Context: an optimization exercise on an open-source flow, tuned for a short achievable clock period and few clock cycles. The choices shown serve that exercise and are no tape-out recipe.
RTL that was checked went through simulation tests only; none was proved equivalent to the original.
The RTL of runs 3 and 5 was laid out without a check of its function.
The flow treats the clock pin as an ideal source, which a real chip does not have.
Power is estimated from default activity; no workload was simulated.

<file path="flow/flow/post_cts.tcl">
# Extra timing repair at the end of ORFS's CTS step (before 4_1_cts.odb is
# written): fix slow transitions, then a setup repair pass that only resizes,
# swaps pins and clones (no new buffers), then legalize the placement again.
puts "post_cts: extra repair"
estimate_parasitics -placement
repair_design -slew_margin 50 -cap_margin 50 -verbose
estimate_parasitics -placement
repair_timing -setup -setup_margin 5.6 -repair_tns 100 -skip_buffering -verbose
detailed_placement
check_placement -verbose
report_worst_slack -max
</file>
<file path="flow/constraint.sdc">
create_clock -name core_clock -period 10.0 [get_ports {clock}]
set_input_delay 2.0000 -clock core_clock [delete_from_list [all_inputs] [get_ports {clock}]]
set_output_delay 2.0000 -clock core_clock [all_outputs]
set_load 0.01 [all_outputs]
</file>
<file path="flow/flow/dont_use.txt">
sky130_fd_sc_hd__probe_p_8 sky130_fd_sc_hd__probec_p_8 sky130_fd_sc_hd__lpflow_bleeder_1 sky130_fd_sc_hd__lpflow_clkbufkapwr_1 sky130_fd_sc_hd__lpflow_clkbufkapwr_16 sky130_fd_sc_hd__lpflow_clkbufkapwr_2 sky130_fd_sc_hd__lpflow_clkbufkapwr_4 sky130_fd_sc_hd__lpflow_clkbufkapwr_8 sky130_fd_sc_hd__lpflow_clkinvkapwr_1 sky130_fd_sc_hd__lpflow_clkinvkapwr_16 sky130_fd_sc_hd__lpflow_clkinvkapwr_2 sky130_fd_sc_hd__lpflow_clkinvkapwr_4 sky130_fd_sc_hd__lpflow_clkinvkapwr_8 sky130_fd_sc_hd__lpflow_decapkapwr_12 sky130_fd_sc_hd__lpflow_decapkapwr_3 sky130_fd_sc_hd__lpflow_decapkapwr_4 sky130_fd_sc_hd__lpflow_decapkapwr_6 sky130_fd_sc_hd__lpflow_decapkapwr_8 sky130_fd_sc_hd__lpflow_inputiso0n_1 sky130_fd_sc_hd__lpflow_inputiso0p_1 sky130_fd_sc_hd__lpflow_inputiso1n_1 sky130_fd_sc_hd__lpflow_inputiso1p_1 sky130_fd_sc_hd__lpflow_inputisolatch_1 sky130_fd_sc_hd__lpflow_isobufsrc_1 sky130_fd_sc_hd__lpflow_isobufsrc_16 sky130_fd_sc_hd__lpflow_isobufsrc_2 sky130_fd_sc_hd__lpflow_isobufsrc_4 sky130_fd_sc_hd__lpflow_isobufsrc_8 sky130_fd_sc_hd__lpflow_isobufsrckapwr_16 sky130_fd_sc_hd__lpflow_lsbuf_lh_hl_isowell_tap_1 sky130_fd_sc_hd__lpflow_lsbuf_lh_hl_isowell_tap_2 sky130_fd_sc_hd__lpflow_lsbuf_lh_hl_isowell_tap_4 sky130_fd_sc_hd__lpflow_lsbuf_lh_isowell_4 sky130_fd_sc_hd__lpflow_lsbuf_lh_isowell_tap_1 sky130_fd_sc_hd__lpflow_lsbuf_lh_isowell_tap_2 sky130_fd_sc_hd__lpflow_lsbuf_lh_isowell_tap_4  sky130_fd_sc_hd__clkdlybuf4s15_1 sky130_fd_sc_hd__clkdlybuf4s15_2 sky130_fd_sc_hd__clkdlybuf4s18_1 sky130_fd_sc_hd__clkdlybuf4s18_2 sky130_fd_sc_hd__clkdlybuf4s25_1 sky130_fd_sc_hd__clkdlybuf4s25_2 sky130_fd_sc_hd__clkdlybuf4s50_1 sky130_fd_sc_hd__clkdlybuf4s50_2 sky130_fd_sc_hd__dlygate4sd1_1 sky130_fd_sc_hd__dlygate4sd2_1 sky130_fd_sc_hd__dlygate4sd3_1 sky130_fd_sc_hd__dlymetal6s2s_1 sky130_fd_sc_hd__dlymetal6s4s_1 sky130_fd_sc_hd__dlymetal6s6s_1
</file>
<file path="flow/flow/run.sh">
#!/bin/bash
# Layout: the standard ORFS flow (standard.sh, which runs the standard
# synthesis unchanged), with these settings changed:
#   - DONT_USE_CELLS: the platform's list plus the delay cells (clkdlybuf*,
#     dlygate*, dlymetal*), so that repair never puts them on data paths;
#   - SETUP_SLACK_MARGIN 5.6: repair_timing keeps working until paths are
#     about 4.4 ns long (the clock stays at the design's 10 ns);
#   - SLEW_MARGIN / CAP_MARGIN 50: repair_design aims further below the
#     library's slew and capacitance limits;
#   - POST_CTS_TCL: post_cts.tcl, one more repair pass at the end of CTS
#     that resizes, swaps pins and clones but adds no buffers.
# ORFS's own logs are under orfs/logs; make's output goes to standard.log.
set -euo pipefail
here="$PWD/flow"
DONT_USE="$(tr '\n' ' ' < "$here/dont_use.txt")"
bash standard.sh "DONT_USE_CELLS=$DONT_USE" SETUP_SLACK_MARGIN=5.6 \
	SLEW_MARGIN=50 CAP_MARGIN=50 CTS_CLUSTER_SIZE=20 CTS_CLUSTER_DIAMETER=60 POST_CTS_TCL="$here/post_cts.tcl" \
	finish > standard.log 2>&1
</file>
<file path="flow/standard.sh">
#!/bin/bash
# synth_recipe.tcl (not shown) runs the flow's synth.tcl, then flattens the netlist and writes it again
# the make line also repeats each setting of config.mk as NAME=value (left out here)
make -C /OpenROAD-flow-scripts/flow DESIGN_CONFIG=/design/flow/config.mk WORK_HOME=/design/flow/orfs CLKGATE_MAP_FILE= SYNTH_SCRIPT=/design/flow/synth_recipe.tcl "${@:-finish}"
</file>
<file path="flow/design.v">
`timescale 1ns / 1ps
module MIPS_DLX(
	input         clock,
	input         reset,
	input         enable,
	output [9:0]  imem_addr,
	input  [31:0] imem_data,
	output [9:0]  dmem_addr,
	output [31:0] dmem_wdata,
	output        dmem_we,
	input  [31:0] dmem_rdata
);
reg [9:0]  pc;
reg        e_we, e_load, e_store, e_br;
reg        e_mis_eq, e_mis_ne;            
reg        e_fold, e_fbeq, e_fpred;       
reg [9:0]  e_falt;                        
reg        e_fz;                          
reg        e_fa2, e_fb2;                  
reg [31:0] e_a2, e_b2;
reg [3:0]  e_fidx;
reg [1:0]  e_fctr;
reg        e_pred, e_bne;
reg [4:0]  e_dst;
reg [9:0]  e_pc1, e_tgt;                  
reg        e_fa, e_fb, e_fc;              
reg [31:0] e_a, e_b, e_c;                 
reg        e_sub, e_arith, e_and, e_or, e_xor, e_nor, e_slt, e_sltu;
reg        e_sll, e_sr, e_sra, e_big;
reg        e_ek_addi, e_ek_andi, e_ek_slt, e_ek_sltu, e_ek_ld, e_ezk;
reg        e_ek_sl;                       
reg [31:0] e_negimm;
reg [4:0]  x_lo, x_hi0, x_hi1;
reg        x_c;
reg [31:0] x_wdata;
reg        x_sfwd;                        
reg [31:0] m_res;
reg        m_we;
reg [4:0]  m_dst;
reg [31:1] f_one, f_b0;                   
reg [31:0] rf [1:31];
wire [31:0] R = dmem_rdata;
assign dmem_addr  = {x_c ? x_hi1 : x_hi0, x_lo};
assign dmem_wdata = x_sfwd ? m_res : x_wdata;
assign dmem_we    = e_store & enable;
wire [31:0] a = e_fa ? m_res : e_a;
wire [31:0] b = e_fb ? m_res : e_b;
wire [31:0] c = e_fc ? m_res : e_c;
wire [31:0] cx   = c ^ {32{e_sub}};
wire [32:0] sum  = {1'b0, a} + {1'b0, cx} + {32'd0, e_sub};
wire        lt   = (a[31] ^ c[31]) ? a[31] : sum[31];
wire        ltu  = ~sum[32];
wire [4:0]  sh   = c[4:0];
wire        big  = e_big & (|c[31:5]);
wire [31:0] shl  = a << sh;
wire [32:0] shr  = $signed({e_sra & a[31], a}) >>> sh;
wire [31:0] res_shl = big ? 32'd0 : shl;
wire [31:0] res_shr = big ? {32{e_sra & a[31]}} : shr[31:0];
wire [9:0]  sum10 = a[9:0] + cx[9:0] + {9'd0, e_sub};
wire [9:0]  res10 = ({10{e_arith}} & sum10)
                  | ({10{e_and}}   & (a[9:0] & c[9:0]))
                  | ({10{e_or}}    & (a[9:0] | c[9:0]))
                  | ({10{e_xor}}   & (a[9:0] ^ c[9:0]))
                  | ({10{e_nor}}   & ~(a[9:0] | c[9:0]))
                  | ({10{e_sll}}   & res_shl[9:0])
                  | ({10{e_sr}}    & res_shr[9:0]);
wire [31:0] res = ({32{e_arith}} & sum[31:0])
                | ({32{e_and}}   & (a & c))
                | ({32{e_or}}    & (a | c))
                | ({32{e_xor}}   & (a ^ c))
                | ({32{e_nor}}   & ~(a | c))
                | {31'd0, (e_slt & lt) | (e_sltu & ltu)}
                | ({32{e_sll}}   & res_shl)
                | ({32{e_sr}}    & res_shr)
                | ({32{e_load}}  & R);
wire        eq_rr      = (e_a == e_b);
wire        eq_mr      = (m_res == e_b);
wire        eq_rm      = (e_a == m_res);
wire        eq         = e_fa ? (e_fb ? 1'b1 : eq_mr) : (e_fb ? eq_rm : eq_rr);
wire        taken      = eq ^ e_bne;
wire        mispredict_b = eq ? e_mis_eq : e_mis_ne;
wire        eq2        = e_fa2 ? (e_fb2 ? 1'b1 : (m_res == e_b2)) :
                                 (e_fb2 ? (e_a2 == m_res) : (e_a2 == e_b2));
wire        fcond      = e_fz ? ezero : eq2;
wire        ftaken     = e_fbeq ? fcond : ~fcond;
wire        mispredict_f = e_fold & (ftaken != e_fpred);
wire        mispredict = mispredict_b | mispredict_f;
wire        z_addi = e_fa ? (m_res == e_negimm) : (e_a == e_negimm);
wire        ezero = (e_ek_addi & z_addi) | (e_ek_andi & ~|(a & c)) |
                    (e_ek_slt & ~lt) | (e_ek_sltu & ~ltu) | (e_ek_ld & ~|R);
wire [31:0] ins   = imem_data;
wire [5:0]  op    = ins[31:26];
wire [4:0]  rs    = ins[25:21];
wire [4:0]  rt    = ins[20:16];
wire [4:0]  rd    = ins[15:11];
wire [5:0]  funct = ins[5:0];
wire is_r    = op == 6'b000000;
wire is_j    = op == 6'b000010;
wire is_beq  = op == 6'b000100;
wire is_bne  = op == 6'b000101;
wire is_addi = op == 6'b001000;
wire is_slti = op == 6'b001010;
wire is_andi = op == 6'b001100;
wire is_ori  = op == 6'b001101;
wire is_xori = op == 6'b001110;
wire is_lw   = op == 6'b100011;
wire is_sw   = op == 6'b101011;
wire is_imm  = is_addi | is_slti | is_andi | is_ori | is_xori;
wire is_br   = is_beq | is_bne;
wire is_mem  = is_lw | is_sw;
wire [4:0] dst = is_r ? rd : rt;
wire       we  = (is_r | is_imm | is_lw) & (dst != 5'd0);
wire f_add  = is_r & (funct == 6'h20 || funct == 6'h21);
wire f_sub  = is_r & (funct == 6'h22 || funct == 6'h23);
wire f_or   = is_r & (funct == 6'h25);
wire f_xor  = is_r & (funct == 6'h26);
wire f_nor  = is_r & (funct == 6'h27);
wire f_slt  = is_r & (funct == 6'h2a);
wire f_sltu = is_r & (funct == 6'h2b);
wire f_sll  = is_r & (funct == 6'h00);
wire f_srl  = is_r & (funct == 6'h02);
wire f_sra  = is_r & (funct == 6'h03);
wire f_sllv = is_r & (funct == 6'h04);
wire f_srlv = is_r & (funct == 6'h06);
wire f_srav = is_r & (funct == 6'h07);
wire f_and  = is_r & ~(f_add | f_sub | f_or | f_xor | f_nor | f_slt | f_sltu |
                       f_sll | f_srl | f_sra | f_sllv | f_srlv | f_srav);
wire [31:0] imm = {{16{ins[15]}}, ins[15:0]};
wire [31:0] rf_a = (rs == 5'd0) ? 32'd0 : rf[rs];
wire [31:0] rf_b = (rt == 5'd0) ? 32'd0 : rf[rt];
wire [31:0] val_a = rf_a;
wire [31:0] val_b = rf_b;
wire fwd_a = e_we & (e_dst == rs);
wire fwd_b = e_we & (e_dst == rt);
wire       stall    = is_mem & fwd_a & e_ek_sl;
wire [9:0] base     = fwd_a ? (e_load ? R[9:0] : res10) : val_a[9:0];
function [5:0] add5;
	input [4:0] x, y;
	input       cin;
	reg [4:0] p, g, gg, pp, gn, pn;
	integer i, d;
	begin
		p = x ^ y;
		g = x & y;
		gg = g; gg[0] = g[0] | (p[0] & cin);
		pp = p;
		for (d = 1; d < 5; d = d * 2) begin
			gn = gg; pn = pp;
			for (i = d; i < 5; i = i + 1) begin
				gn[i] = gg[i] | (pp[i] & gg[i-d]);
				pn[i] = pp[i] & pp[i-d];
			end
			gg = gn; pp = pn;
		end
		add5 = {gg[4], p ^ {gg[3:0], cin}};
	end
endfunction
wire [5:0] a_lo     = add5(base[4:0], ins[4:0], 1'b0);
wire [5:0] a_hi0    = add5(base[9:5], ins[9:5], 1'b0);
wire [5:0] a_hi1    = add5(base[9:5], ins[9:5], 1'b1);
wire same  = rs == rt;
wire spred = is_beq ? (same | ins[15]) : ~same;
wire       dpred  = spred;
wire       early_ok = is_br & ~same & e_ezk &
                      (((rt == 5'd0) & fwd_a) | ((rs == 5'd0) & fwd_b));
wire       pred     = early_ok ? (is_beq ? ezero : ~ezero) : dpred;
wire [9:0] pc1 = pc + 10'd1;
wire [9:0] pc2 = pc + 10'd2;
wire [9:0] tgt = pc + ins[9:0];
reg [15:0]  fb_v, fb_j, fb_beq, fb_zt;
reg [95:0]  fb_tag;
reg [79:0]  fb_r, fb_rs, fb_rt;
reg [159:0] fb_tgt;
reg [31:0]  fb_ctr;
wire [3:0] fb_i    = pc[3:0];
wire       fb_hit  = fb_v[fb_i] & (fb_tag[fb_i*6 +: 6] == pc[9:4]);
wire       fb_isj  = fb_j[fb_i];
wire       fb_eq   = fb_beq[fb_i];
wire [4:0] fb_reg  = fb_r[fb_i*5 +: 5];
wire [4:0] fb_rsi  = fb_rs[fb_i*5 +: 5];
wire [4:0] fb_rti  = fb_rt[fb_i*5 +: 5];
wire       fb_z    = fb_zt[fb_i];
wire [9:0] fb_dst  = fb_tgt[fb_i*10 +: 10];
wire [1:0] fb_c    = fb_ctr[fb_i*2 +: 2];
wire       x_ezk   = is_addi | is_andi | f_slt | is_slti | f_sltu | is_lw;
wire       fold_ok = fb_hit & ~is_br & ~is_j;
wire       fold_j  = fold_ok & fb_isj;
wire       fold_z  = fb_z & we & x_ezk & (dst == fb_reg);
wire       fold_g  = ~(we & ((dst == fb_rsi) | (dst == fb_rti)));
wire       fold_b  = fold_ok & ~fb_isj & (fold_z | fold_g);
wire [31:0] g_a    = (fb_rsi == 5'd0) ? 32'd0 : rf[fb_rsi];
wire [31:0] g_b    = (fb_rti == 5'd0) ? 32'd0 : rf[fb_rti];
wire        g_fa   = e_we & (e_dst == fb_rsi);
wire        g_fb   = e_we & (e_dst == fb_rti);
wire       x_dec1  = is_addi & (ins[15:0] == 16'hFFFF);
wire       x_bit0  = is_andi & (ins[15:0] == 16'h0001);
wire       m_wrs   = m_we & (m_dst == rs);
wire       rs_one  = (rs != 5'd0) & (m_wrs ? (m_res == 32'd1) : f_one[rs]);
wire       rs_b0   = (rs != 5'd0) & (m_wrs ? m_res[0] : f_b0[rs]);
wire       x_known = (x_dec1 | x_bit0) & ~fwd_a;
wire       x_zero  = x_dec1 ? rs_one : ~rs_b0;
wire       fb_pred = (fold_z & x_known) ? (fb_eq ? x_zero : ~x_zero) : fb_c[1];
wire       fpred   = fold_j | (fold_b & fb_pred);
wire [9:0] f_next = stall ? pc :
                    (fold_j | fold_b) ? (fpred ? fb_dst : pc2) :
                    (is_br & pred) ? tgt : (is_j ? ins[9:0] : pc1);
assign imem_addr = pc;
always @(posedge clock) begin
	if (reset)
		pc <= 10'd0;
	else if (enable)
		pc <= mispredict_f ? e_falt : mispredict_b ? (e_pred ? e_pc1 : e_tgt) : f_next;
end
wire kill = mispredict | stall;       
always @(posedge clock) begin
	if (reset) begin
		e_we <= 1'b0; e_load <= 1'b0; e_store <= 1'b0; e_br <= 1'b0;
		e_mis_eq <= 1'b0; e_mis_ne <= 1'b0; e_ezk <= 1'b0; e_fold <= 1'b0;
	end else if (enable) begin
		e_fold   <= fold_b & ~kill;
		e_ezk    <= we & ~kill & (is_addi | is_andi | f_slt | is_slti | f_sltu | is_lw);
		e_we     <= we & ~kill;
		e_load   <= is_lw & ~kill;
		e_store  <= is_sw & ~kill;
		e_br     <= is_br & ~kill;
		e_mis_eq <= is_br & ~kill & (is_bne == pred);
		e_mis_ne <= is_br & ~kill & (is_bne != pred);
	end
end
always @(posedge clock) begin
	if (enable) begin
		e_dst    <= dst;
		e_bne    <= is_bne;
		e_pred   <= pred;
		e_fbeq   <= fb_eq;
		e_fz     <= fold_z;
		e_fa2    <= g_fa;
		e_fb2    <= g_fb;
		e_a2     <= g_a;
		e_b2     <= g_b;
		e_fpred  <= fb_pred;
		e_falt   <= fb_pred ? pc2 : fb_dst;
		e_fidx   <= fb_i;
		e_fctr   <= fb_c;
		e_pc1    <= pc1;
		e_tgt    <= tgt;
		e_fa     <= fwd_a;
		e_fb     <= fwd_b;
		e_fc     <= fwd_b & ~is_imm;
		e_a      <= val_a;
		e_b      <= val_b;
		e_c      <= is_imm ? imm : val_b;
		e_sub    <= f_sub | f_slt | f_sltu | is_slti;
		e_arith  <= f_add | f_sub | is_addi;
		e_and    <= f_and | is_andi;
		e_or     <= f_or | is_ori;
		e_xor    <= f_xor | is_xori;
		e_nor    <= f_nor;
		e_slt    <= f_slt | is_slti;
		e_sltu   <= f_sltu;
		e_sll    <= f_sll | f_sllv;
		e_sr     <= f_srl | f_sra | f_srlv | f_srav;
		e_sra    <= f_sra | f_srav;
		e_big    <= f_sll | f_srl | f_sra;
		e_ek_addi <= is_addi;
		e_ek_andi <= is_andi;
		e_ek_slt  <= f_slt | is_slti;
		e_ek_sltu <= f_sltu;
		e_ek_ld   <= is_lw;
		e_ek_sl   <= f_slt | is_slti | f_sltu;
		e_negimm  <= 32'd0 - imm;
		x_lo     <= a_lo[4:0];
		x_c      <= a_lo[5];
		x_hi0    <= a_hi0[4:0];
		x_hi1    <= a_hi1[4:0];
		x_wdata  <= val_b;
		x_sfwd   <= fwd_b;
	end
end
always @(posedge clock) begin
	if (enable) begin
		m_res <= res;
		m_dst <= e_dst;
	end
end
always @(posedge clock) begin
	if (reset)
		m_we <= 1'b0;
	else if (enable)
		m_we <= e_we;
end
always @(posedge clock) begin
	if (m_we) begin
		f_one[m_dst] <= (m_res == 32'd1);
		f_b0[m_dst]  <= m_res[0];
	end
end
wire       al_zt   = is_br & ~same & ((rt == 5'd0) | (rs == 5'd0));
reg        a_v, a_j, a_beq, a_sp, a_zt;
reg [4:0]  a_rs, a_rt;
reg [9:0]  a_pc, a_tgt;
reg [4:0]  a_r;
always @(posedge clock) begin
	if (reset)
		a_v <= 1'b0;
	else if (enable)
		a_v <= is_j | is_br;
end
always @(posedge clock) begin
	if (enable) begin
		a_pc  <= pc;
		a_j   <= is_j;
		a_beq <= is_beq;
		a_sp  <= spred;
		a_r   <= (rt == 5'd0) ? rs : rt;
		a_zt  <= al_zt;
		a_rs  <= rs;
		a_rt  <= rt;
		a_tgt <= is_j ? ins[9:0] : tgt;
	end
end
wire [9:0] pm1     = a_pc - 10'd1;
wire [3:0] al_i    = pm1[3:0];
wire       al_have = fb_v[al_i] & (fb_tag[al_i*6 +: 6] == pm1[9:4]);
wire       al      = a_v & ~al_have;
wire [1:0] fctr_t  = (e_fctr == 2'b11) ? 2'b11 : e_fctr + 2'b01;
wire [1:0] fctr_n  = (e_fctr == 2'b00) ? 2'b00 : e_fctr - 2'b01;
reg        fu_v;
reg [3:0]  fu_i;
reg [1:0]  fu_ctr;
always @(posedge clock) begin
	if (reset)
		fu_v <= 1'b0;
	else if (enable)
		fu_v <= e_fold;
end
always @(posedge clock) begin
	if (enable) begin
		fu_i   <= e_fidx;
		fu_ctr <= ftaken ? fctr_t : fctr_n;
	end
end
always @(posedge clock) begin
	if (reset) begin
		fb_v <= 16'd0;
	end else if (enable && al) begin
		fb_v[al_i] <= 1'b1;
	end
end
always @(posedge clock) begin
	if (enable && al) begin
		fb_tag[al_i*6 +: 6]   <= pm1[9:4];
		fb_j[al_i]            <= a_j;
		fb_beq[al_i]          <= a_beq;
		fb_r[al_i*5 +: 5]     <= a_r;
		fb_zt[al_i]           <= a_zt;
		fb_rs[al_i*5 +: 5]    <= a_rs;
		fb_rt[al_i*5 +: 5]    <= a_rt;
		fb_tgt[al_i*10 +: 10] <= a_tgt;
		fb_ctr[al_i*2 +: 2]   <= a_sp ? 2'b10 : 2'b01;
	end else if (enable && fu_v) begin
		fb_ctr[fu_i*2 +: 2]   <= fu_ctr;
	end
end
always @(posedge clock) begin
	if (e_we)
		rf[e_dst] <= res;
end
endmodule
</file>
<file path="flow/config.mk">
export PLATFORM = sky130hd
export DESIGN_NAME = MIPS_DLX
export DESIGN_NICKNAME = MIPS_DLX
export VERILOG_FILES = /design/flow/design.v
export SDC_FILE = /design/flow/constraint.sdc
export NUM_CORES = 8
export LEC_CHECK = 0
export CAP_MARGIN = 20
export CORE_MARGIN = 2
export CORE_UTILIZATION = 40
export SLEW_MARGIN = 20
</file>
==> out/metrics.csv, run 1 <==
metric,value,unit
status,"complete, no violations",
crit path cell chain,buf_1 -> nor4_4 -> buf_1 -> nand2_4 -> clkinvlp_4 -> nor2_2 -> and3_1 -> nand4_4 -> a41oi_1 -> and2_4 -> a31oi_1 -> o31a_1 -> a211o_1 -> o31ai_1,
Buffers on Ports,119,
most frequent cells in the layout,"1967 x edfxtp_1, 1180 x nand2_1, 992 x mux4_2",
vias,104000,
pre-CTS WS,3.51,ns
Layout fillers,27500,
worst-path maximum fanout,18,
grt ovf,0,
routed wire length per instance,36.0,µm
fin crit period,4.60,ns
Slew @ Worst Pin,0.844,ns
Initial DRC Count,18100,
CP Data Arrival Time,5.35,ns
unrepaired setup endpoints after global routing,true,
GRT Util Overall,0.317,
Setup Skew,0.113,ns
Crit. End Element,register,
Slew headroom,0.437,
final WL,532,mm
syn avg cell area,12.4,µm²
register area,59800,µm²
worst hold path type,reg2reg,
Sink Count,2003,
Die H,566,µm
die area,321000,µm²
number of remaining DRC errors,0,
main flop type after synthesis,edfxtp_1,
CTS tree,built,
mapped cell area,127000,µm²
Post-synth EDFFs,1967,
initial antenna violation count,31,
Boundary Pins,120,
async set or reset register ratio after synthesis,0,
Final GP Congestion,0.992,
Die W,566,µm
maxcap violations,0,
vias in the first global route,98000,
Tcrit/Tclk final,0.460,
pwr dens,175,nW/µm²
Crit path required time,10.76,ns
crit-path max cell delay,0.43,ns
"CTS clk-pin slew, worst paths",0.08,ns
final worst slack,5.40,ns
Fmax achieved,0.218,GHz
ratio of cells with drive above 1 in the final layout,0.275,
num rows,206,
"FF+latch count, synth",2003,
Syn Nets,10400,
Core Area,315000,µm²
Clock Latency Late Sink,0.93,ns
Setup crit start kind,input port,
Synthesis Warnings,1,
cells after synthesis,10200,
area of the multi-input gates,67000,µm²
"commonest non-fill, non-tap cell in the layout",edfxtp_1,
Via density,7.05,
Max IR drop VDD,0.142,mV
Crit Path Class,in2reg,
register area share after synthesis,0.472,
Area Growth Syn to Fin,17.4,%
pin count of the biggest net entering global routing,155,
Detailed Place HPWL,339,mm
Yosys cell types,116,
static leakage,49.6,nW
Final setup viols,0,
NumNets Final,10700,
"Slowest-stage cell, CP",buf_1,
"Slew Viols, Final",0,
first-pass GRT wire length,742,mm
ANT nets after route,0,
Initial Utilization,0.402,
"Hold Violations, Final",0,
total power,26.0,mW
drt first pass iters,7,
final setup TNS,0,ns
cell repeated most along the worst path,buf_1,
[power breakdown]
group,total (mW),switching (mW),internal (mW)
logic,8.12,5.24,2.88
clock network,7.79,3.77,4.03
registers,10.1,0.305,9.78
total,26.0,9.31,16.7
[final timing paths]
| path | start | to | slack (ns) | cells past startpoint |
|---|---|---|---|---|
| hold / removal | fb_v[6] | fb_v[6] | 0.51 | 2 |
| setup / recovery | imem_data[29] | pc[0] | 5.40 | 14 |
| hold reg to reg | fb_v[6] | fb_v[6] | 0.51 | 2 |
| setup reg to reg | e_fc | rf[26][27] | 5.46 | 21 |
[sequential cells by signal (all words and copies together), names as in the netlist, 80 cells and up]
signal,cells
fb_r,80
fb_rs,80
rf,992
fb_tag,96
fb_rt,80
fb_tgt,160
[layer usage]
layer	share of wire	global-route usage
met5	0.00033	0
met4	0.060	0.157
met3	0.15	0.101
met2	0.43	0.464
met1	0.36	0.425
[worst max-delay path, delay by kind of cell]
family                 cells  cell delay, ns
AO/OA/AOI/OAI              5            0.97
AND/OR/NAND/NOR            6            1.42
buffers and inverters      3            0.92
[logic make-up (layout without fill, tap and decap cells)]
kind of cell	after synthesis	after routing	share of synthesized area
AO/OA/AOI/OAI	2345	2349	0.130
buffers and inverters	1042	1450	0.0341
AND/OR/NAND/NOR	2658	2666	0.0941
flip-flops	2003	2003	0.472
adder cells (fa/ha/maj)	163	163	0.0165
other	0	13	0
XOR/XNOR	330	330	0.0230
multiplexers	1635	1635	0.230
[cells in the mapped netlist (all sizes together) (29+ instances only)]
cell       n  area share
and2     281       0.014
inv      164      0.0049
a22oi     32      0.0019
and3      37      0.0018
nor2     653       0.020
nor3      76      0.0032
a211oi   469       0.028
mux2i    429       0.034
nand3    104      0.0041
o21ai    293       0.012
nor2b     32      0.0016
a22o     353       0.024
xnor2    195       0.014
xor2     135      0.0095
a21oi    492       0.019
buf      280       0.011
a221oi    40      0.0029
edfxtp  1967        0.47
o211ai    29      0.0017
dfxtp     36      0.0057
clkbuf   593       0.018
mux4     993        0.18
ha       154       0.015
a31oi    193      0.0095
a311oi   136      0.0094
nor4      66      0.0035
a21o      52      0.0031
nand2   1225       0.036
mux2     213       0.019
nand4     63      0.0032
o22ai     50      0.0025
[stage by stage]
step,cell area (µm²),utilization,hold WS [ns],std cells
floorplan,127000,-,0.424,10200
global placement,131000,0.416,0.460,13900
detailed placement,133000,0.424,0.484,14000
global route,149000,0.472,0.525,14800
finish,149000,0.472,0.508,14800
[cell type report]
type,count,share of cell area
antenna,13,0.000219
clock buffer,187,0.0310
clock inverter,135,0.0123
inverter,169,0.00482
multi-input combinational,7143,0.451
sequential,2003,0.402
tap,4160,0.0350
timing repair buffer,956,0.0635
timing repair inverter,3,0.000143
Testbench counts, summed over its fixed seeds: cycles 26,110.
==> run 2, diff against run 1 <==
--- a/flow/flow/run.sh
+++ b/flow/flow/run.sh
@@ -14,5 +14,5 @@
 here="$PWD/flow"
 DONT_USE="$(tr '\n' ' ' < "$here/dont_use.txt")"
 bash standard.sh "DONT_USE_CELLS=$DONT_USE" SETUP_SLACK_MARGIN=5.6 \
-	SLEW_MARGIN=50 CAP_MARGIN=50 CTS_CLUSTER_SIZE=20 CTS_CLUSTER_DIAMETER=60 POST_CTS_TCL="$here/post_cts.tcl" \
+	SLEW_MARGIN=50 CAP_MARGIN=50 POST_CTS_TCL="$here/post_cts.tcl" \
 	finish > standard.log 2>&1
--- a/flow/flow/post_cts.tcl
+++ b/flow/flow/post_cts.tcl
@@ -2,6 +2,11 @@
 # written): fix slow transitions, then a setup repair pass that only resizes,
 # swaps pins and clones (no new buffers), then legalize the placement again.
 puts "post_cts: extra repair"
+# the buffers the standard flow's flow put on the input ports: make them all strong, since
+# every input arrives late and several drive many loads
+foreach inst [get_cells input*] {
+  replace_cell $inst sky130_fd_sc_hd__buf_12
+}
 estimate_parasitics -placement
 repair_design -slew_margin 50 -cap_margin 50 -verbose
 estimate_parasitics -placement
==> run 2 against run 1 <==
Net effect: still clean; final area is 1.5% higher; clock power is 13% higher; flip-flop and latch count stayed put; worst setup slack worse by 0.0085 ns; sequential share of layout area is 0.58 points lower; via count is 0.19% higher; synthesized cell count stayed put; global-route usage is 0.065 points higher; largest cell class unchanged.
==> out/metrics.csv, run 2 <==
metric,value,unit
status,"complete, no violations",
routed wire length per instance,35.9,µm
CTS tree,built,
initial antenna violation count,21,
Initial Utilization,0.402,
grt peak-use layer,met2,
final setup TNS,0,ns
Syn Nets,10400,
Crit path required time,10.66,ns
Post-synth EDFFs,1967,
Largest register FFs,992,
Buffers on Ports,119,
Synth top area share,0.467,
Die W,566,µm
fin crit period,4.60,ns
most frequent cells in the layout,"1967 x edfxtp_1, 1182 x nand2_1, 992 x mux4_2",
"commonest non-fill, non-tap cell in the layout",edfxtp_1,
Clock Latency Late Sink,0.96,ns
maxcap violations,0,
Synthesis Warnings,1,
cells taking the most area after synthesis,"edfxtp_1 47%, mux4_2 18%, nand2_1 3.6%",
Crit. End Element,register,
Net Sw Frac,0.342,
drt first pass iters,8,
Logic pwr share,0.303,
Hold Crit Depth,2,
Global Route met1 Usage,0.426,
grt ovf,0,
Via density,7.01,
worst-path maximum fanout,6,
Tcrit/Tclk final,0.460,
worst hold path type,reg2reg,
sequential power share,0.372,
Final GP Congestion,0.992,
Sink Count,2003,
"FF+latch count, synth",2003,
post-layout instance area,151000,µm²
"Hold Violations, Final",0,
cell repeated most along the worst path,o21ai_4,
Setup Skew,0.0833,ns
mapped cell area,127000,µm²
register area share after synthesis,0.472,
Die H,566,µm
Final setup viols,0,
"Slew Viols, Final",0,
Pint,17.8,mW
crit path cell chain,buf_6 -> buf_12 -> mux2i_2 -> buf_4 -> inv_1 -> ha_4 -> nand2_4 -> o21ai_4 -> a311oi_2 -> or3_4 -> a21boi_2 -> o21a_2 -> o21ai_4 -> a2111oi_4 -> buf_2 -> o31ai_4 -> nand3b_1 -> o21ai_2 -> a211o_4 -> buf_8,
NumNets Final,10800,
cells after synthesis,10200,
leading area contributor after synthesis,edfxtp_1,
final WL,534,mm
Commonest cells post-synth,"1967 x edfxtp_1, 1224 x nand2_1, 992 x mux4_2",
number of remaining DRC errors,0,
Initial DRC Count,17800,
worst reg2reg endpoint,m_res[27],
async set or reset register ratio after synthesis,0,
global-route met3 utilization,0.102,
syn avg cell area,12.4,µm²
Clk pwr share,0.325,
Reg2Reg Setup Slack,5.40,ns
reg2reg path depth,20,
ratio of cells with drive above 1 in the final layout,0.281,
Setup crit start kind,register,
Slew @ Worst Pin,0.859,ns
Max IR drop VDD,0.171,mV
"CTS clk-pin slew, worst paths",0.08,ns
"Slowest-stage cell, CP",a211o_4,
Slew headroom,0.427,
met2 Usage GRT,0.465,
Core Area,315000,µm²
Fmax achieved,0.217,GHz
vias,104000,
crit-path max cell delay,0.47,ns
pin count of the biggest net entering global routing,155,
pwr dens,180,nW/µm²
largest reg by FF count,rf,
pre-CTS WS,3.51,ns
Detailed Place HPWL,339,mm
P_sw,9.28,mW
unrepaired setup endpoints after global routing,true,
ANT nets after route,0,
GRT Util Overall,0.318,
static leakage,50.6,nW
vias in the first global route,98500,
final worst slack,5.40,ns
Area after DPL,133000,µm²
num rows,206,
Area Growth Syn to Fin,19.2,%
Yosys cell types,116,
most numerous cell in the Yosys netlist,edfxtp_1,
reg2reg start,e_fa,
Boundary Pins,120,
WHS Endpoint,e_store,
Crit Path Class,reg2reg,
Layout fillers,27400,
first-pass GRT wire length,744,mm
main flop type after synthesis,edfxtp_1,
Hold Path Origin,e_store,
die area,321000,µm²
CP Data Arrival Time,5.27,ns
-- run 2: stage by stage --
step	utilization	hold slack (ns)	std cells	power (mW)
2_1_floorplan	-	0.424	10200	14.4
3_3_place_gp	0.416	0.460	13900	16.7
3_5_place_dp	0.424	0.484	14000	16.9
5_1_grt	0.479	0.522	14900	27.8
6_report	0.479	0.504	14900	27.1
-- run 2: cells by family (layout without fill, tap and decap cells) --
group | Yosys count | after routing | synth area share
buffers and inverters | 1042 | 1571 | 0.0341
flip-flops | 2003 | 2003 | 0.472
multiplexers | 1635 | 1635 | 0.230
adder cells (fa/ha/maj) | 163 | 163 | 0.0165
XOR/XNOR | 330 | 330 | 0.0230
AO/OA/AOI/OAI | 2345 | 2349 | 0.130
AND/OR/NAND/NOR | 2658 | 2663 | 0.0941
other | 0 | 6 | 0
-- run 2: critical path, delay by kind of cell (launching register included) --
family	cells	cell delay [ns]
multiplexers	1	0.19
AND/OR/NAND/NOR	3	0.65
adder cells (fa/ha/maj)	1	0.34
AO/OA/AOI/OAI	9	1.75
buffers and inverters	6	1.02
flip-flops	1	0.39
-- run 2: how the worst max path moves through the flow --
stage | startpoint | endpoint | slack (ns) | cells after the start
floorplan | imem_data[21] | x_lo[4] | 4.85 | 15
global placement | e_fidx[1] | fb_tgt[63] | 3.00 | 16
detailed placement | e_fidx[1] | fb_tgt[125] | 3.51 | 16
global route | e_fa | m_res[27] | 5.36 | 21
finish | e_fa | m_res[27] | 5.40 | 20
-- run 2: power by group through the flow --
stage	Sequential, mW	Combinational (mW)	Clock, mW
2_1_floorplan	10.1	4.29	0
3_3_place_gp	10.3	6.37	0
3_5_place_dp	10.3	6.61	0
5_1_grt	10.1	8.49	9.17
6_report	10.1	8.21	8.82
-- run 2: final cells by class --
class | instances | area, µm² | share of cell area
multi-input cells | 7140 | 67000 | 0.444
diodes | 6 | 15.0 | 0.0000996
well taps | 4160 | 5200 | 0.0345
flip-flops and latches | 2003 | 59800 | 0.397
repair buffers | 987 | 10400 | 0.0688
inverters | 169 | 729 | 0.00484
clock buffers | 257 | 5700 | 0.0378
clock inverters | 155 | 1930 | 0.0128
repair inverters | 3 | 21.3 | 0.000141
-- run 2: metal layers --
layer,vias up,wire (µm)
li1,41200,-
met1,52600,192000
met2,8830,228000
met3,1726,80200
met4,12,32400
met5,-,428
==> run 3, diff against run 2 <==
--- a/flow/design.v
+++ b/flow/design.v
@@ -25,6 +25,7 @@
 reg [9:0]  e_pc1, e_tgt;                  
 reg        e_fa, e_fb, e_fc;              
 reg [31:0] e_a, e_b, e_c;                 
+reg [31:0] e_cx;                          
 reg        e_sub, e_arith, e_and, e_or, e_xor, e_nor, e_slt, e_sltu;
 reg        e_sll, e_sr, e_sra, e_big;
 reg        e_ek_addi, e_ek_andi, e_ek_slt, e_ek_sltu, e_ek_ld, e_ezk;
@@ -35,6 +36,7 @@
 reg [31:0] x_wdata;
 reg        x_sfwd;                        
 reg [31:0] m_res;
+reg [31:0] m_resn;                        
 reg        m_we;
 reg [4:0]  m_dst;
 reg [31:1] f_one, f_b0;                   
@@ -46,7 +48,7 @@
 wire [31:0] a = e_fa ? m_res : e_a;
 wire [31:0] b = e_fb ? m_res : e_b;
 wire [31:0] c = e_fc ? m_res : e_c;
-wire [31:0] cx   = c ^ {32{e_sub}};
+wire [31:0] cx   = e_fc ? (e_sub ? m_resn : m_res) : e_cx;
 wire [32:0] sum  = {1'b0, a} + {1'b0, cx} + {32'd0, e_sub};
 wire        lt   = (a[31] ^ c[31]) ? a[31] : sum[31];
 wire        ltu  = ~sum[32];
@@ -250,6 +252,7 @@
 		e_a      <= val_a;
 		e_b      <= val_b;
 		e_c      <= is_imm ? imm : val_b;
+		e_cx     <= (is_imm ? imm : val_b) ^ {32{f_sub | f_slt | f_sltu | is_slti}};
 		e_sub    <= f_sub | f_slt | f_sltu | is_slti;
 		e_arith  <= f_add | f_sub | is_addi;
 		e_and    <= f_and | is_andi;
@@ -280,6 +283,7 @@
 always @(posedge clock) begin
 	if (enable) begin
 		m_res <= res;
+		m_resn <= ~res;
 		m_dst <= e_dst;
 	end
 end
==> flow/flow/post_cts.tcl (replaced) <==
# Extra timing repair at the end of ORFS's CTS step (before 4_1_cts.odb is
# written): fix slow transitions, then a setup repair pass that only resizes,
# swaps pins and clones (no new buffers), then legalize the placement again.
puts "post_cts: extra repair"
estimate_parasitics -placement
repair_design -slew_margin 50 -cap_margin 50 -verbose
estimate_parasitics -placement
repair_timing -setup -setup_margin 5.6 -repair_tns 100 -skip_buffering -verbose
detailed_placement
check_placement -verbose
report_worst_slack -max
==> run 3 against run 2 <==
Net effect: still clean on timing, DRC and antenna; non-clock buffer count shrank 24; sequential power is essentially flat; worst setup slack lost 0.14 ns; cell count shrank 4.5%; combinational power shrank 4.9%; sequential share of layout area grew 1.2 points; maximum frequency shrank 3.0%; final area grew 0.23%; synthesized cell count shrank 7.4%; total power shrank 0.84%; critical endpoint is now pc[2]; largest cell class unchanged; largest power group unchanged.
==> out/metrics.csv, run 3 <==
metric,value,unit
main flop type after synthesis,edfxtp_1,
Crit path required time,10.77,ns
status,"complete, no violations",
num rows,207,
Commonest cells post-synth,"2031 x edfxtp_1, 1211 x mux4_2, 847 x nand2_1",
drt first pass iters,9,
Crit. End Element,register,
CTS tree,built,
NumNets Final,10100,
Net Sw Frac,0.330,
routed wire length per instance,36.6,µm
Buffers on Ports,119,
Final setup viols,0,
Setup Skew,0.0777,ns
Die H,569,µm
most numerous cell in the Yosys netlist,edfxtp_1,
Pint,18.0,mW
worst-path maximum fanout,7,
GRT Util Overall,0.311,
leading area contributor after synthesis,edfxtp_1,
Reg2Reg Setup Slack,5.25,ns
Top delay family on crit path,compound AO/OA/AOI/OAI gates,
reg2reg path depth,21,
Clk pwr share,0.323,
worst hold path type,reg2reg,
"FF+latch count, synth",2067,
"Slew Viols, Final",0,
pin count of the biggest net entering global routing,85,
Clock Latency Late Sink,0.93,ns
maxcap violations,0,
Largest register FFs,992,
"CTS clk-pin slew, worst paths",0.06,ns
final WL,520,mm
critical path depth,21,
Crit Path Class,reg2reg,
crit path cell chain,buf_6 -> clkbuf_4 -> mux2i_1 -> buf_4 -> inv_1 -> ha_1 -> a21oi_2 -> o2111ai_2 -> o21ba_4 -> o21a_1 -> a41oi_4 -> buf_8 -> mux2i_4 -> buf_6 -> a31o_4 -> buf_6 -> o21ai_4 -> a31o_4 -> nor2b_4 -> a222oi_1 -> o31ai_4,
Setup crit start kind,register,
Synth top area share,0.478,
worst reg2reg endpoint,pc[2],
syn avg cell area,13.5,µm²
grt ovf,0,
cells after synthesis,9420,
unrepaired setup endpoints after global routing,true,
async set or reset register ratio after synthesis,0,
Initial DRC Count,15300,
cell repeated most along the worst path,buf_6,
number of remaining DRC errors,0,
mapped cell area,128000,µm²
cells taking the most area after synthesis,"edfxtp_1 48%, mux4_2 21%, mux2i_1 3.6%",
Detailed Place HPWL,331,mm
ANT nets after route,0,
Fmax achieved,0.211,GHz
Initial Utilization,0.402,
most frequent cells in the layout,"2031 x edfxtp_1, 1211 x mux4_2, 808 x nand2_1",
Area Growth Syn to Fin,18.5,%
Tcrit/Tclk final,0.475,
Core Area,318000,µm²
die area,324000,µm²
vias,98200,
CP Capture Point,pc[2],
Sink Count,2067,
Post-synth EDFFs,2031,
Boundary Pins,120,
first-pass GRT wire length,721,mm
Via density,6.91,
register area share after synthesis,0.484,
"Slowest-stage cell, CP",a222oi_1,
Worst setup startpoint,e_fa,
Logic pwr share,0.291,
pwr dens,178,nW/µm²
P_sw,8.88,mW
hold slack,0.472,ns
Final GP Congestion,0.994,
final core occ,0.476,
Slew headroom,0.423,
largest reg by FF count,rf,
fin crit period,4.75,ns
static leakage,50.8,nW
vias in the first global route,94500,
ratio of cells with drive above 1 in the final layout,0.316,
sequential power share,0.386,
pre-CTS WS,3.24,ns
CP bufs+invs,7,
final setup TNS,0,ns
Synthesis Warnings,1,
reg2reg start,e_fa,
"commonest non-fill, non-tap cell in the layout",edfxtp_1,
Slew @ Worst Pin,0.841,ns
initial antenna violation count,30,
CP Data Arrival Time,5.52,ns
Max IR drop VDD,0.197,mV
total power,26.9,mW
Syn Nets,9649,
"Hold Violations, Final",0,
Die W,569,µm
crit-path max cell delay,0.46,ns
final worst slack,5.25,ns
Yosys cell types,98,
## run 3: changes by cell type after synthesis, sizes merged, moves of 54 or more
| cell | previous run | this run |
|---|---|---|
| nand2 | 1225 | 848 |
| a21oi | 492 | 359 |
| mux4 | 993 | 1211 |
| and2 | 281 | 111 |
| edfxtp | 1967 | 2031 |
| a211oi | 469 | 305 |
| buf | 280 | 226 |
| a311oi | 136 | 68 |
| a31oi | 193 | 100 |
## run 3: per-stage QoR
stage / cell area [µm²] / instances
floorplan: 129000 / 9420
global placement: 133000 / 13200
detailed placement: 135000 / 13300
global route: 151000 / 14200
finish: 151000 / 14200
## run 3: worst min path at each step
stage | from | to | slack, ns | depth (start not counted)
2_1_floorplan | e_dst[0] | m_dst[0] | 0.42 | 0
6_report | e_falt[3] | pc[3] | 0.47 | 2
3_5_place_dp | e_falt[3] | pc[3] | 0.46 | 2
5_1_grt | e_falt[7] | pc[7] | 0.52 | 2
3_3_place_gp | fb_v[5] | fb_v[5] | 0.46 | 2
## run 3: cell type report
class / instances / area [µm²]
Antenna cell: 19 / 47.5
Timing Repair Buffer: 963 / 9280
Fill cell: 27200 / 167000
Clock inverter: 133 / 1410
Clock buffer: 279 / 6050
Multi-Input combinational cell: 6386 / 66700
Sequential cell: 2067 / 61700
Inverter: 181 / 722
Tap cell: 4180 / 5230
## run 3: worst reg2reg max path, stage by stage (launching register included)
cell	delay (ns)
edfxtp_1	0.39
buf_6	0.14
clkbuf_4	0.20
mux2i_1	0.24
buf_4	0.23
inv_1	0.09
ha_1	0.29
a21oi_2	0.19
o2111ai_2	0.16
o21ba_4	0.28
o21a_1	0.22
a41oi_4	0.24
buf_8	0.17
mux2i_4	0.25
buf_6	0.13
a31o_4	0.19
buf_6	0.12
o21ai_4	0.08
a31o_4	0.28
nor2b_4	0.13
a222oi_1	0.46
o31ai_4	0.13
## run 3: cells by family after synthesis
logic type / count (synthesis) / share of synthesized area
xor gates and xnor gates: 339 / 0.0234
adders and majority gates: 164 / 0.0165
muxes: 1890 / 0.269
AOI/OAI and AO/OA: 1874 / 0.104
DFF: 2067 / 0.484
buffers and inverters: 978 / 0.0300
and+or+nand+nor: 2108 / 0.0729
## run 3: power groups by stage
stage / logic (mW) / registers, mW / clock network (mW)
floorplan: 4.11 / 10.4 / 0
global placement: 6.19 / 10.6 / 0
detailed placement: 6.37 / 10.6 / 0
global route: 8.08 / 10.4 / 9.06
finish: 7.81 / 10.4 / 8.69
## run 3: layer usage
| metal | vias up | GRT usage | wire (µm) |
|---|---|---|---|
| li1 | 39000 | - | - |
| met1 | 50100 | 0.397 | 184000 |
| met2 | 7455 | 0.474 | 232000 |
| met3 | 1603 | 0.0886 | 67200 |
| met4 | 18 | 0.177 | 36200 |
| met5 | - | 0.000149 | 164 |
==> run 4, diff against run 3 <==
--- a/flow/design.v
+++ b/flow/design.v
@@ -23,9 +23,11 @@
 reg        e_pred, e_bne;
 reg [4:0]  e_dst;
 reg [9:0]  e_pc1, e_tgt;                  
+reg [9:0]  e_pc;
+reg        e_hit, e_spred;
+reg [1:0]  e_ctr;
 reg        e_fa, e_fb, e_fc;              
 reg [31:0] e_a, e_b, e_c;                 
-reg [31:0] e_cx;                          
 reg        e_sub, e_arith, e_and, e_or, e_xor, e_nor, e_slt, e_sltu;
 reg        e_sll, e_sr, e_sra, e_big;
 reg        e_ek_addi, e_ek_andi, e_ek_slt, e_ek_sltu, e_ek_ld, e_ezk;
@@ -36,7 +38,6 @@
 reg [31:0] x_wdata;
 reg        x_sfwd;                        
 reg [31:0] m_res;
-reg [31:0] m_resn;                        
 reg        m_we;
 reg [4:0]  m_dst;
 reg [31:1] f_one, f_b0;                   
@@ -48,7 +49,7 @@
 wire [31:0] a = e_fa ? m_res : e_a;
 wire [31:0] b = e_fb ? m_res : e_b;
 wire [31:0] c = e_fc ? m_res : e_c;
-wire [31:0] cx   = e_fc ? (e_sub ? m_resn : m_res) : e_cx;
+wire [31:0] cx   = c ^ {32{e_sub}};
 wire [32:0] sum  = {1'b0, a} + {1'b0, cx} + {32'd0, e_sub};
 wire        lt   = (a[31] ^ c[31]) ? a[31] : sum[31];
 wire        ltu  = ~sum[32];
@@ -162,7 +163,13 @@
 wire [5:0] a_hi1    = add5(base[9:5], ins[9:5], 1'b1);
 wire same  = rs == rt;
 wire spred = is_beq ? (same | ins[15]) : ~same;
-wire       dpred  = spred;
+reg [31:0]  bp_v;
+reg [159:0] bp_tag;
+reg [63:0]  bp_ctr;
+wire [4:0] bp_i   = pc[4:0];
+wire       bp_hit = bp_v[bp_i] & (bp_tag[bp_i*5 +: 5] == pc[9:5]);
+wire [1:0] bp_c   = bp_ctr[bp_i*2 +: 2];
+wire       dpred  = bp_hit ? bp_c[1] : spred;
 wire       early_ok = is_br & ~same & e_ezk &
                       (((rt == 5'd0) & fwd_a) | ((rs == 5'd0) & fwd_b));
 wire       pred     = early_ok ? (is_beq ? ezero : ~ezero) : dpred;
@@ -246,13 +253,16 @@
 		e_fctr   <= fb_c;
 		e_pc1    <= pc1;
 		e_tgt    <= tgt;
+		e_pc     <= pc;
+		e_hit    <= bp_hit;
+		e_spred  <= spred;
+		e_ctr    <= bp_c;
 		e_fa     <= fwd_a;
 		e_fb     <= fwd_b;
 		e_fc     <= fwd_b & ~is_imm;
 		e_a      <= val_a;
 		e_b      <= val_b;
 		e_c      <= is_imm ? imm : val_b;
-		e_cx     <= (is_imm ? imm : val_b) ^ {32{f_sub | f_slt | f_sltu | is_slti}};
 		e_sub    <= f_sub | f_slt | f_sltu | is_slti;
 		e_arith  <= f_add | f_sub | is_addi;
 		e_and    <= f_and | is_andi;
@@ -283,7 +293,6 @@
 always @(posedge clock) begin
 	if (enable) begin
 		m_res <= res;
-		m_resn <= ~res;
 		m_dst <= e_dst;
 	end
 end
@@ -299,6 +308,37 @@
 		f_b0[m_dst]  <= m_res[0];
 	end
 end
+wire [1:0] ctr0  = e_hit ? e_ctr : (e_spred ? 2'b10 : 2'b01);
+wire [1:0] ctr_t = (ctr0 == 2'b11) ? 2'b11 : ctr0 + 2'b01;
+wire [1:0] ctr_n = (ctr0 == 2'b00) ? 2'b00 : ctr0 - 2'b01;
+reg        u_v;
+reg [9:0]  u_pc;
+reg [1:0]  u_ctr;
+always @(posedge clock) begin
+	if (reset)
+		u_v <= 1'b0;
+	else if (enable)
+		u_v <= e_br;
+end
+always @(posedge clock) begin
+	if (enable) begin
+		u_pc  <= e_pc;
+		u_ctr <= taken ? ctr_t : ctr_n;
+	end
+end
+always @(posedge clock) begin
+	if (reset) begin
+		bp_v <= 32'd0;
+	end else if (enable && u_v) begin
+		bp_v[u_pc[4:0]] <= 1'b1;
+	end
+end
+always @(posedge clock) begin
+	if (enable && u_v) begin
+		bp_tag[u_pc[4:0]*5 +: 5] <= u_pc[9:5];
+		bp_ctr[u_pc[4:0]*2 +: 2] <= u_ctr;
+	end
+end
 wire       al_zt   = is_br & ~same & ((rt == 5'd0) | (rs == 5'd0));
 reg        a_v, a_j, a_beq, a_sp, a_zt;
 reg [4:0]  a_rs, a_rt;
==> run 4 against run 3 <==
Net effect: cell count grew 13%; worst hold slack lost 0.0022 ns; first-iteration DRC count grew 21%.
==> out/metrics.csv, run 4 <==
metric,value,unit
status,"complete, no violations",
grt peak-use layer,met2,
Slew @ Worst Pin,0.816,ns
"CTS clk-pin slew, worst paths",0.06,ns
unrepaired setup endpoints after global routing,true,
Die W,595,µm
pre-CTS WS,3.12,ns
syn avg cell area,12.7,µm²
largest reg by FF count,rf,
Clock Latency Late Sink,0.98,ns
Die H,595,µm
post-synthesis xor/xnor area fraction,0.0216,
CP Capture Point,pc[0],
maxcap violations,0,
Max IR drop VDD,0.186,mV
final worst slack,5.31,ns
num rows,216,
met2 Usage GRT,0.452,
number of remaining DRC errors,0,
static leakage,54.5,nW
Yosys cell types,91,
main flop type after synthesis,edfxtp_1,
die area,354000,µm²
routed wire length per instance,34.7,µm
final WL,559,mm
Global Route met1 Usage,0.414,
Slew headroom,0.441,
initial antenna violation count,36,
ANT nets after route,0,
leading area contributor after synthesis,edfxtp_1,
Setup crit start kind,register,
post-synthesis compound-gate area fraction,0.126,
vias in the first global route,106000,
reg2reg path depth,21,
Area Growth Syn to Fin,16.6,%
largest family of logic cells by synthesized area,multiplexers,
Initial Utilization,0.403,
Detailed Place HPWL,362,mm
most numerous cell in the Yosys netlist,edfxtp_1,
post-synthesis mux area share,0.235,
ratio of cells with drive above 1 in the final layout,0.267,
Fmax achieved,0.213,GHz
Post-synth EDFFs,2203,
Crit. End Element,register,
worst-path maximum fanout,5,
drt first pass iters,8,
first-pass GRT wire length,785,mm
final setup TNS,0,ns
post-synthesis adder-cell area fraction,0.0153,
async set or reset register ratio after synthesis,0,
"Hold Violations, Final",0,
global-route met3 utilization,0.0855,
vias,112000,
"commonest non-fill, non-tap cell in the layout",edfxtp_1,
cells after synthesis,11000,
"Slew Viols, Final",0,
worst reg2reg endpoint,pc[0],
Crit Path Class,reg2reg,
CP Data Arrival Time,5.55,ns
Buffers on Ports,119,
most frequent cells in the layout,"2203 x edfxtp_1, 1099 x nand2_1, 1043 x mux4_2",
GRT Util Overall,0.304,
Core Area,347000,µm²
mapped cell area,140000,µm²
Boundary Pins,120,
pin count of the biggest net entering global routing,141,
Sink Count,2273,
grt ovf,0,
Syn Nets,11200,
fin crit period,4.69,ns
register area share after synthesis,0.484,
Via density,6.94,
final core occ,0.469,
Synth top area share,0.474,
NumNets Final,11500,
Setup Skew,0.0846,ns
Worst setup startpoint,e_fa,
worst hold path type,reg2reg,
pwr dens,178,nW/µm²
Commonest cells post-synth,"2203 x edfxtp_1, 1131 x nand2_1, 1045 x mux4_2",
Initial DRC Count,18500,
reg2reg start,e_fa,
Crit path required time,10.86,ns
Reg2Reg Setup Slack,5.31,ns
Final GP Congestion,0.967,
CTS tree,built,
Synthesis Warnings,1,
Largest register FFs,992,
Post-Synth Simple-Gate Area,0.0859,
"FF+latch count, synth",2273,
cells taking the most area after synthesis,"edfxtp_1 47%, mux4_2 17%, mux2i_1 3.8%",
Final setup viols,0,
Tcrit/Tclk final,0.469,
run 4: cell count changes after synthesis, sizes merged, moves of 37 or more:
cell	change
nand2	+283
a21oi	+165
mux2i	+71
and2	+144
a211oi	+221
a22o	+80
a311oi	+37
nor2	+47
clkbuf	+112
mux2	+136
buf	+40
a31oi	+81
mux4	-166
edfxtp	+172
run 4: worst min path at each step:
stage	start	endpoint	slack (ns)	cells past startpoint
global placement	bp_v[17]	bp_v[17]	0.44	2
detailed placement	bp_v[4]	bp_v[4]	0.45	2
finish	bp_v[6]	bp_v[6]	0.47	2
floorplan	e_dst[0]	m_dst[0]	0.42	0
global route	e_mis_ne	e_mis_ne	0.49	2
run 4: cell families after synthesis:
family / count (synthesis)
AND/OR/NAND/NOR: 2670
AO/OA/AOI/OAI: 2501
flip-flops: 2273
multiplexers: 1931
buffers and inverters: 1116
XOR/XNOR: 343
adder cells (fa/ha/maj): 167
run 4: metrics by stage:
stage | instance area (µm²) | hold slack [ns] | total power [mW] | cells
2_1_floorplan | 140000 | 0.424 | 15.9 | 11000
3_3_place_gp | 145000 | 0.442 | 18.4 | 15100
3_5_place_dp | 147000 | 0.453 | 18.6 | 15200
5_1_grt | 163000 | 0.487 | 29.7 | 16100
6_report | 163000 | 0.470 | 29.0 | 16100
run 4: critical path: stages (launching register included):
cell      delay, ns
edfxtp_1       0.40
buf_6          0.18
buf_12         0.15
or4bb_1        0.45
o21ai_2        0.11
nor2_2         0.07
fa_2           0.35
a21o_1         0.20
a221oi_4       0.29
o31ai_4        0.11
nor3b_4        0.18
o31a_1         0.37
a311oi_4       0.24
buf_6          0.20
a31oi_4        0.11
xnor2_2        0.20
nor2_4         0.13
buf_1          0.15
buf_4          0.16
mux2_2         0.33
o2111a_1       0.15
nor3_2         0.11
run 4: where the power goes:
part	leakage, nW	internal [mW]	total [mW]	switching [mW]
Clock	3.90	5.26	9.31	4.05
Sequential	20.8	11.0	11.3	0.319
Combinational	29.8	2.96	8.36	5.39
run 4: cell type report:
class                   count  area, µm²
diodes                     21       52.6
clock buffers             292       6420
clock inverters           160       1560
fillers                 30300     184000
inverters                 167        712
multi-input cells        7622      71700
flip-flops and latches   2273      67600
well taps                4578       5730
repair buffers            981       8960
repair inverters            1       8.76
run 4: per-layer routing:
metal  part of all wire  wire length (µm)  vias to the layer above
li1                   -                 -                    44600
met1               0.37            208000                    56700
met2               0.43            243000                     8741
met3               0.14             78100                     1626
met4              0.054             29900                       16
met5            0.00047               263                        -
Testbench counts of run 4, summed over its fixed seeds: cycles 26,046.
==> run 5, diff against run 4 <==
--- a/flow/design.v
+++ b/flow/design.v
@@ -18,14 +18,11 @@
 reg        e_fz;                          
 reg        e_fa2, e_fb2;                  
 reg [31:0] e_a2, e_b2;
-reg [3:0]  e_fidx;
+reg [4:0]  e_fidx;
 reg [1:0]  e_fctr;
 reg        e_pred, e_bne;
 reg [4:0]  e_dst;
 reg [9:0]  e_pc1, e_tgt;                  
-reg [9:0]  e_pc;
-reg        e_hit, e_spred;
-reg [1:0]  e_ctr;
 reg        e_fa, e_fb, e_fc;              
 reg [31:0] e_a, e_b, e_c;                 
 reg        e_sub, e_arith, e_and, e_or, e_xor, e_nor, e_slt, e_sltu;
@@ -163,26 +160,19 @@
 wire [5:0] a_hi1    = add5(base[9:5], ins[9:5], 1'b1);
 wire same  = rs == rt;
 wire spred = is_beq ? (same | ins[15]) : ~same;
-reg [31:0]  bp_v;
-reg [159:0] bp_tag;
-reg [63:0]  bp_ctr;
-wire [4:0] bp_i   = pc[4:0];
-wire       bp_hit = bp_v[bp_i] & (bp_tag[bp_i*5 +: 5] == pc[9:5]);
-wire [1:0] bp_c   = bp_ctr[bp_i*2 +: 2];
-wire       dpred  = bp_hit ? bp_c[1] : spred;
+wire       dpred  = spred;
 wire       early_ok = is_br & ~same & e_ezk &
                       (((rt == 5'd0) & fwd_a) | ((rs == 5'd0) & fwd_b));
 wire       pred     = early_ok ? (is_beq ? ezero : ~ezero) : dpred;
 wire [9:0] pc1 = pc + 10'd1;
 wire [9:0] pc2 = pc + 10'd2;
 wire [9:0] tgt = pc + ins[9:0];
-reg [15:0]  fb_v, fb_j, fb_beq, fb_zt;
-reg [95:0]  fb_tag;
-reg [79:0]  fb_r, fb_rs, fb_rt;
-reg [159:0] fb_tgt;
-reg [31:0]  fb_ctr;
-wire [3:0] fb_i    = pc[3:0];
-wire       fb_hit  = fb_v[fb_i] & (fb_tag[fb_i*6 +: 6] == pc[9:4]);
+reg [31:0]  fb_v, fb_j, fb_beq, fb_zt;
+reg [159:0] fb_tag, fb_r, fb_rs, fb_rt;
+reg [319:0] fb_tgt;
+reg [63:0]  fb_ctr;
+wire [4:0] fb_i    = pc[4:0];
+wire       fb_hit  = fb_v[fb_i] & (fb_tag[fb_i*5 +: 5] == pc[9:5]);
 wire       fb_isj  = fb_j[fb_i];
 wire       fb_eq   = fb_beq[fb_i];
 wire [4:0] fb_reg  = fb_r[fb_i*5 +: 5];
@@ -253,10 +243,6 @@
 		e_fctr   <= fb_c;
 		e_pc1    <= pc1;
 		e_tgt    <= tgt;
-		e_pc     <= pc;
-		e_hit    <= bp_hit;
-		e_spred  <= spred;
-		e_ctr    <= bp_c;
 		e_fa     <= fwd_a;
 		e_fb     <= fwd_b;
 		e_fc     <= fwd_b & ~is_imm;
@@ -308,37 +294,6 @@
 		f_b0[m_dst]  <= m_res[0];
 	end
 end
-wire [1:0] ctr0  = e_hit ? e_ctr : (e_spred ? 2'b10 : 2'b01);
-wire [1:0] ctr_t = (ctr0 == 2'b11) ? 2'b11 : ctr0 + 2'b01;
-wire [1:0] ctr_n = (ctr0 == 2'b00) ? 2'b00 : ctr0 - 2'b01;
-reg        u_v;
-reg [9:0]  u_pc;
-reg [1:0]  u_ctr;
-always @(posedge clock) begin
-	if (reset)
-		u_v <= 1'b0;
-	else if (enable)
-		u_v <= e_br;
-end
-always @(posedge clock) begin
-	if (enable) begin
-		u_pc  <= e_pc;
-		u_ctr <= taken ? ctr_t : ctr_n;
-	end
-end
-always @(posedge clock) begin
-	if (reset) begin
-		bp_v <= 32'd0;
-	end else if (enable && u_v) begin
-		bp_v[u_pc[4:0]] <= 1'b1;
-	end
-end
-always @(posedge clock) begin
-	if (enable && u_v) begin
-		bp_tag[u_pc[4:0]*5 +: 5] <= u_pc[9:5];
-		bp_ctr[u_pc[4:0]*2 +: 2] <= u_ctr;
-	end
-end
 wire       al_zt   = is_br & ~same & ((rt == 5'd0) | (rs == 5'd0));
 reg        a_v, a_j, a_beq, a_sp, a_zt;
 reg [4:0]  a_rs, a_rt;
@@ -364,13 +319,13 @@
 	end
 end
 wire [9:0] pm1     = a_pc - 10'd1;
-wire [3:0] al_i    = pm1[3:0];
-wire       al_have = fb_v[al_i] & (fb_tag[al_i*6 +: 6] == pm1[9:4]);
+wire [4:0] al_i    = pm1[4:0];
+wire       al_have = fb_v[al_i] & (fb_tag[al_i*5 +: 5] == pm1[9:5]);
 wire       al      = a_v & ~al_have;
 wire [1:0] fctr_t  = (e_fctr == 2'b11) ? 2'b11 : e_fctr + 2'b01;
 wire [1:0] fctr_n  = (e_fctr == 2'b00) ? 2'b00 : e_fctr - 2'b01;
 reg        fu_v;
-reg [3:0]  fu_i;
+reg [4:0]  fu_i;
 reg [1:0]  fu_ctr;
 always @(posedge clock) begin
 	if (reset)
@@ -386,14 +341,14 @@
 end
 always @(posedge clock) begin
 	if (reset) begin
-		fb_v <= 16'd0;
+		fb_v <= 32'd0;
 	end else if (enable && al) begin
 		fb_v[al_i] <= 1'b1;
 	end
 end
 always @(posedge clock) begin
 	if (enable && al) begin
-		fb_tag[al_i*6 +: 6]   <= pm1[9:4];
+		fb_tag[al_i*5 +: 5]   <= pm1[9:5];
 		fb_j[al_i]            <= a_j;
 		fb_beq[al_i]          <= a_beq;
 		fb_r[al_i*5 +: 5]     <= a_r;
==> run 5 against run 4 <==
Net effect: still clean; flip-flop and latch count up 291; clock skew decreased by 0.026 ns; register-to-register slack worse by 0.19 ns; sequential power rose by 12%; combinational power grew 34%; maximum frequency shrank 3.8%; largest cell class unchanged.
==> out/metrics.csv, run 5 <==
metric,value,unit
GRT Util Overall,0.326,
pin count of the biggest net entering global routing,114,
Crit path required time,10.67,ns
num rows,228,
number of remaining DRC errors,0,
Max IR drop VDD,0.182,mV
CP bufs+invs,17,
syn avg cell area,11.4,µm²
"Hold Violations, Final",0,
Clock Latency Late Sink,0.96,ns
Sink Count,2564,
Largest register FFs,992,
CTS tree,built,
cell repeated most along the worst path,buf_1,
post-layout instance area,187000,µm²
ratio of cells with drive above 1 in the final layout,0.236,
most frequent cells in the layout,"2696 x nand2_1, 2512 x edfxtp_1, 886 x mux4_2",
register area share after synthesis,0.492,
pwr dens,187,nW/µm²
Layout Cells excl Fill,19600,
first-pass GRT wire length,930,mm
total power,35.0,mW
worst-path maximum fanout,17,
"Slew Viols, Final",0,
"commonest non-fill, non-tap cell in the layout",nand2_1,
largest reg by FF count,rf,
grt ovf,0,
routed wire length per instance,34.9,µm
"Slowest-stage cell, CP",edfxtp_1,
Boundary Pins,120,
vias in the first global route,122000,
Setup crit start kind,register,
Area after DPL,163000,µm²
async set or reset register ratio after synthesis,0,
vias,136000,
mapped cell area,155000,µm²
Layout fillers,33900,
status,"complete, no violations",
Crit. End Element,register,
"FF+latch count, synth",2564,
Crit Path Class,reg2reg,
Slew @ Worst Pin,0.863,ns
cells after synthesis,13700,
CP Data Arrival Time,5.55,ns
Tcrit/Tclk final,0.488,
final WL,684,mm
dpl cells,18300,
Post-synth EDFFs,2512,
cells taking the most area after synthesis,"edfxtp_1 49%, mux4_2 13%, nand2_1 6.7%",
"CTS clk-pin slew, worst paths",0.06,ns
register area,76500,µm²
worst hold path type,reg2reg,
NumNets Final,14400,
Die W,627,µm
Area Growth Syn to Fin,20.3,%
main flop type after synthesis,edfxtp_1,
Syn Nets,13900,
final setup TNS,0,ns
Yosys cell types,107,
Core Area,386000,µm²
Detailed Place HPWL,411,mm
Final setup viols,0,
Top delay family on crit path,buffers and inverters,
Setup Skew,0.0589,ns
Die H,627,µm
Via density,6.91,
die area,393000,µm²
Synthesis Warnings,1,
ANT nets after route,0,
Initial Utilization,0.402,
maxcap violations,0,
final core occ,0.484,
Fmax achieved,0.205,GHz
fin crit period,4.88,ns
area of the multi-input gates,78800,µm²
static leakage,64.5,nW
Final GP Congestion,0.970,
drt first pass iters,10,
most numerous cell in the Yosys netlist,nand2_1,
leading area contributor after synthesis,edfxtp_1,
Buffers on Ports,119,
initial antenna violation count,65,
Slew headroom,0.425,
unrepaired setup endpoints after global routing,true,
Commonest cells post-synth,"2760 x nand2_1, 2512 x edfxtp_1, 886 x mux4_2",
Initial DRC Count,25200,
crit-path max cell delay,0.38,ns
Synth top area share,0.485,
-- run 5: cell count changes after synthesis, sizes merged, moves of 205 or more --
cell,before,now
a311oi,105,310
nand2,1131,2760
a211oi,526,72
nand3,139,599
a22o,451,748
edfxtp,2203,2512
o21ai,273,579
-- run 5: layout make-up --
type,count,share of cell area
clock buffer,364,0.0419
inverter,160,0.00364
timing repair inverter,1,0.0000335
antenna,35,0.000469
clock inverter,150,0.00938
multi-input combinational,9724,0.421
tap,5175,0.0346
timing repair buffer,1446,0.0793
sequential,2564,0.409
-- run 5: metrics by stage --
| stage | hold WS, ns | setup slack (ns) |
|---|---|---|
| 2_1_floorplan | 0.424 | 3.29 |
| 3_3_place_gp | 0.451 | 2.11 |
| 3_5_place_dp | 0.454 | 2.97 |
| 5_1_grt | 0.479 | 5.00 |
| 6_report | 0.460 | 5.12 |
-- run 5: where the power goes --
part | total (mW) | internal, mW | switching [mW]
sequential | 12.6 | 12.3 | 0.331
clock | 11.2 | 6.49 | 4.70
combinational | 11.2 | 3.87 | 7.35
-- run 5: cells by family (layout without fill, tap and decap cells) --
| group | Yosys count | after routing | synth area share |
|---|---|---|---|
| AO/OA/AOI/OAI | 2875 | 2880 | 0.132 |
| XOR/XNOR | 343 | 343 | 0.0194 |
| adder cells (fa/ha/maj) | 153 | 153 | 0.0126 |
| buffers and inverters | 1384 | 2121 | 0.0369 |
| flip-flops | 2564 | 2564 | 0.492 |
| multiplexers | 1601 | 1601 | 0.176 |
| other | 0 | 35 | 0 |
| AND/OR/NAND/NOR | 4743 | 4747 | 0.130 |
-- run 5: layer usage --
| metal | vias to the layer above | wire, µm | global-route usage |
|---|---|---|---|
| li1 | 53900 | - | - |
| met5 | - | 356 | 0 |
| met2 | 12200 | 281000 | 0.461 |
| met3 | 2604 | 112000 | 0.116 |
| met4 | 44 | 48900 | 0.182 |
| met1 | 66800 | 242000 | 0.433 |
-- run 5: worst paths after layout --
kind              start  end  slack [ns]  depth (start not counted)
hold / removal      a_v  a_v        0.46                          2
setup / recovery   e_fa  x_c        5.12                         29
setup reg to reg   e_fa  x_c        5.12                         29
hold reg to reg     a_v  a_v        0.46                          2
-- run 5: worst min-delay path: stages (launching register included) --
cell and delay (ns):
dfxtp_1 0.31, nand2_1 0.05, a21oi_1 0.05

-- separate check: timing with driven ports --
No port has a modelled driver above. Below, the same layouts with a new extraction and two added sets of constraints.
Step 1 (the two cells are an assumption about what drives the block):
set clk [get_ports {clock}]
set_driving_cell -lib_cell sky130_fd_sc_hd__clkbuf_16 $clk
set_driving_cell -lib_cell sky130_fd_sc_hd__buf_2 [delete_from_list [all_inputs] $clk]
Step 2 also shifts input and output timing later by t, the mid clock arrival at the registers, as if the neighbouring blocks saw the same clock.
a / b / c = no drivers / after step 1 / after step 2; a / b = the first two.
run | shift t [ns] | setup WS [ns] | slew at the worst register clock pin (ns) | worst data-port slew with drivers (ns)
run 1 | 0.978 | 5.404 / 5.244 / 4.267 | 0.09 / 0.09 | 0.35
run 2 | 1.021 | 5.396 / 5.254 / 4.233 | 0.08 / 0.08 | 0.41
run 3 | 1.007 | 5.252 / 5.247 / 4.240 | 0.09 / 0.09 | 0.37
run 4 | 1.063 | 5.310 / 5.160 / 4.097 | 0.07 / 0.07 | 0.32
run 5 | 1.043 | 5.122 / 5.038 / 3.995 | 0.09 / 0.09 | 0.43
After both steps setup and hold are still met in every run listed. The setup slack of run 4, which loses most, moves by -0.150 ns with the drivers and by -1.213 ns with both steps.
